Background: an optimization exercise with open tools, aiming at small area. Do not read the settings as production practice.
In this exercise RTL edits were held to simulation tests only and were not proved equivalent to the original.
No activity file was given, so power comes from the tool's default toggle rates. The flow treats the clock pin as an ideal source, which a real chip does not have.

// dvbcFec
module dvbcFec(
	iClk, iClrn,
	iValid,
	iData,
	iPSync,
	iCheck,
	oData,
	oPSync,
	oValid);
Size in the first run: about 21000 cells after synthesis, roughly 9200 flip-flops, roughly 23 I/O pins, ~0.28 mm² of cells after synthesis.
make LEC_CHECK=0 CAP_MARGIN=20 CELL_PAD_IN_SITES_DETAIL_PLACEMENT=0 CELL_PAD_IN_SITES_GLOBAL_PLACEMENT=0 CORE_MARGIN=2 CORE_UTILIZATION=60 CTS_CLUSTER_DIAMETER=80 CTS_CLUSTER_SIZE=30 PLACE_DENSITY=0.7 SLEW_MARGIN=20 SYNTH_MEMORY_MAX_BITS=16384 finish   # period 10.0 ns
run.sh (not shown) runs the stock make flow with config.mk's settings and CLKGATE_MAP_FILE= SYNTH_SCRIPT=/design/flow/synth_recipe.tcl, a recipe that flattens the netlist after the stock synthesis.
Next try:
==> flow/flow/run.sh (new file) <==
#!/bin/bash
# Standard layout (the standard.sh, unchanged synthesis) with one change:
# clock tree synthesis uses larger sink clusters and no dummy loads, which
# gives far fewer clock buffers for this flip-flop-dominated design.
set -euo pipefail
cd "$(dirname "$0")/.."
export CTS_ARGS="-sink_clustering_enable -repair_clock_nets -dont_use_dummy_load -sink_clustering_size 30 -sink_clustering_max_diameter 80"
bash standard.sh synth > synth.log 2>&1
bash standard.sh floorplan > floorplan.log 2>&1
bash standard.sh place > place.log 2>&1
bash standard.sh cts > cts.log 2>&1
bash standard.sh route > route.log 2>&1
bash standard.sh finish > finish.log 2>&1
==> flow/standard.sh (new file) <==
#!/bin/bash
# synth_recipe.tcl (not shown) runs the flow's synth.tcl, then flattens the netlist and writes it again
# the make line also repeats each setting of config.mk as NAME=value (left out here)
make -C /OpenROAD-flow-scripts/flow DESIGN_CONFIG=/design/flow/config.mk WORK_HOME=/design/flow/orfs CLKGATE_MAP_FILE= SYNTH_SCRIPT=/design/flow/synth_recipe.tcl "${@:-finish}"
Settings changed: CTS_CLUSTER_DIAMETER 80 to not set, CTS_CLUSTER_SIZE 30 to not set.
removed: flow/run.sh
Effect: Setup slack loses 0.046 ns. Clock skew came out higher by 0.044 ns. Utilization goes down by 0.24 points. Routed wire length is about the same. Register-to-register slack barely changes. Power drops slightly. Final area shrinks slightly.
Next try:
--- a/flow/flow/run.sh
+++ b/flow/flow/run.sh
@@ -7 +7 @@
-export CTS_ARGS="-sink_clustering_enable -repair_clock_nets -dont_use_dummy_load -sink_clustering_size 30 -sink_clustering_max_diameter 80"
+export CTS_ARGS="-sink_clustering_enable -repair_clock_nets -dont_use_dummy_load -sink_clustering_size 33 -sink_clustering_max_diameter 75"
Settings changed: CORE_UTILIZATION 60 to 70, PLACE_DENSITY 0.7 to 0.78.
What happened: Sequential share of layout area climbs by 0.43 points. Count of clock-buffer cells in the layout drops by 31. Routed wire length climbs by 0.42%. Global-route usage climbs by 3.1 points. Setup slack improved by 0.059 ns. Flip-flop and latch count does not change. Power drops by about 1.1%. Critical path depth stays the same. Final area drops by 0.66%. First-iteration DRC count climbs by 3.9%.

* * *

dvbcFec, a different RTL version from the one above (not shown whole).
Size: about 9700 cells after synthesis, roughly 9200 flip-flops.
Settings: LEC_CHECK=0, CAP_MARGIN=20, CELL_PAD_IN_SITES_DETAIL_PLACEMENT=1, CELL_PAD_IN_SITES_GLOBAL_PLACEMENT=1, CORE_MARGIN=2, CORE_UTILIZATION=30, PLACE_DENSITY=0.35, SLEW_MARGIN=20, SYNTH_MEMORY_MAX_BITS=16384; clock period 10.0 ns.
Stock flow here: none of the scripts above is used.
The starting point passed the timing, design-rule and antenna checks.
Change:
==> flow/config.mk (replaced) <==
export PLATFORM = sky130hd
export DESIGN_NAME = dvbcFec
export DESIGN_NICKNAME = dvbcFec
export VERILOG_FILES = /design/flow/design.v
export SDC_FILE = /design/flow/constraint.sdc
export NUM_CORES = 4
export LEC_CHECK = 0
export CAP_MARGIN = 20
export CELL_PAD_IN_SITES_DETAIL_PLACEMENT = 0
export CELL_PAD_IN_SITES_GLOBAL_PLACEMENT = 0
export CORE_MARGIN = 2
export CORE_UTILIZATION = 60
export CTS_CLUSTER_DIAMETER = 80
export CTS_CLUSTER_SIZE = 30
export PLACE_DENSITY = 0.7
export SLEW_MARGIN = 20
export SYNTH_MEMORY_MAX_BITS = 16384
=> Clock skew came out lower by 8.6 ps; first-iteration DRC count came out higher by 17%; wire length came out lower by 23%; sequential power hardly moves; setup slack improves by 230 ps; cell count came out lower by 31%; utilization came out higher by 29 points; non-clock buffer count came out lower by 25; sequential share of layout area came out higher by 8.5 points.
Change:
==> flow/flow/run.sh (new file) <==
#!/bin/bash
# Standard layout (the standard.sh, unchanged synthesis) with one change:
# clock tree synthesis uses larger sink clusters and no dummy loads, which
# gives far fewer clock buffers for this flip-flop-dominated design.
set -euo pipefail
cd "$(dirname "$0")/.."
export CTS_ARGS="-sink_clustering_enable -repair_clock_nets -dont_use_dummy_load -sink_clustering_size 30 -sink_clustering_max_diameter 80"
bash standard.sh synth > synth.log 2>&1
bash standard.sh floorplan > floorplan.log 2>&1
bash standard.sh place > place.log 2>&1
bash standard.sh cts > cts.log 2>&1
bash standard.sh route > route.log 2>&1
bash standard.sh finish > finish.log 2>&1
==> flow/standard.sh (new file) <==
#!/bin/bash
# synth_recipe.tcl (not shown) runs the flow's synth.tcl, then flattens the netlist and writes it again
# the make line also repeats each setting of config.mk as NAME=value (left out here)
make -C /OpenROAD-flow-scripts/flow DESIGN_CONFIG=/design/flow/config.mk WORK_HOME=/design/flow/orfs CLKGATE_MAP_FILE= SYNTH_SCRIPT=/design/flow/synth_recipe.tcl "${@:-finish}"
--- a/flow/config.mk
+++ b/flow/config.mk
@@ -11,6 +11,4 @@
 export CORE_MARGIN = 2
 export CORE_UTILIZATION = 60
-export CTS_CLUSTER_DIAMETER = 80
-export CTS_CLUSTER_SIZE = 30
 export PLACE_DENSITY = 0.7
 export SLEW_MARGIN = 20
removed: flow/run.sh
=> The new run finished clean; setup slack gets worse by 51 ps; combinational power is about the same; sequential power hardly moves; clock power goes down by about 5%; fmax goes down by about 1.1%; via count goes down by about 0.45%; total power goes down by 1.3%; final cell count goes down by 0.84%.
Change:
==> flow/run.sh (new file) <==
#!/bin/bash
# synth_recipe.tcl (not shown) runs the flow's synth.tcl, then flattens the netlist and writes it again
# the make line also repeats each setting of config.mk as NAME=value (left out here)
make -C /OpenROAD-flow-scripts/flow DESIGN_CONFIG=/design/flow/config.mk WORK_HOME=/design/flow/orfs CLKGATE_MAP_FILE= SYNTH_SCRIPT=/design/flow/synth_recipe.tcl finish
removed: flow/flow/run.sh
removed: flow/standard.sh
Register-to-register slack is worse by 30 ps.
Hold slack improved by 25 ps.
Worst setup slack improves by 120 ps.
Count of clock-buffer cells in the layout climbs by 682.
Power came out higher by 21%.
Via count rose by 5.0%.
Sequential share of layout area drops by 5.0 points.
Non-clock buffer count is unchanged.
Synthesized cell count does not change.
Routed wire length climbs by 7.9%.

[re-timing with driven ports]
The results above use ideal ports. As a check the final layouts listed here were re-extracted and re-timed, cells and wires unchanged. Step 1 sets driving cells, clkbuf_16 on the clock port and buf_2 on the other inputs (assumed; they add their load-dependent delay and slew). Step 2 adds t to the input delays and takes it off the output delays; t is the mean of the earliest and latest rising clock arrival at the registers after step 1. Input paths then give back, and output paths get back, about the clock's delay inside the block. Slacks: no drivers / after step 1 / after step 2; pairs: no drivers / after step 1.
| run | t, ns | setup WS [ns] | worst setup path after step 2 |
|---|---|---|---|
| the first run of note 1 | 1.067 | 5.257 / 5.344 / 4.276 | input to register |
| the second run of note 1 | 1.040 | 5.211 / 5.298 / 4.257 | input to register |
| the third run of note 1 | 1.042 | 5.270 / 5.161 / 4.118 | input to register |
| the first run of note 2 | 1.161 | 5.030 / 5.030 / 4.288 | input to register |
| the second run of note 2 | 1.054 | 5.263 / 5.351 / 4.297 | input to register |
| the third run of note 2 | 1.022 | 5.212 / 5.301 / 4.278 | input to register |
| the fourth run of note 2 | 1.158 | 5.334 / 5.426 / 4.268 | input to register |
After both steps setup and hold are still met in every run listed. The setup slack of the third run of note 1, which loses most, moves by -0.109 ns with the drivers and by -1.152 ns with both steps.
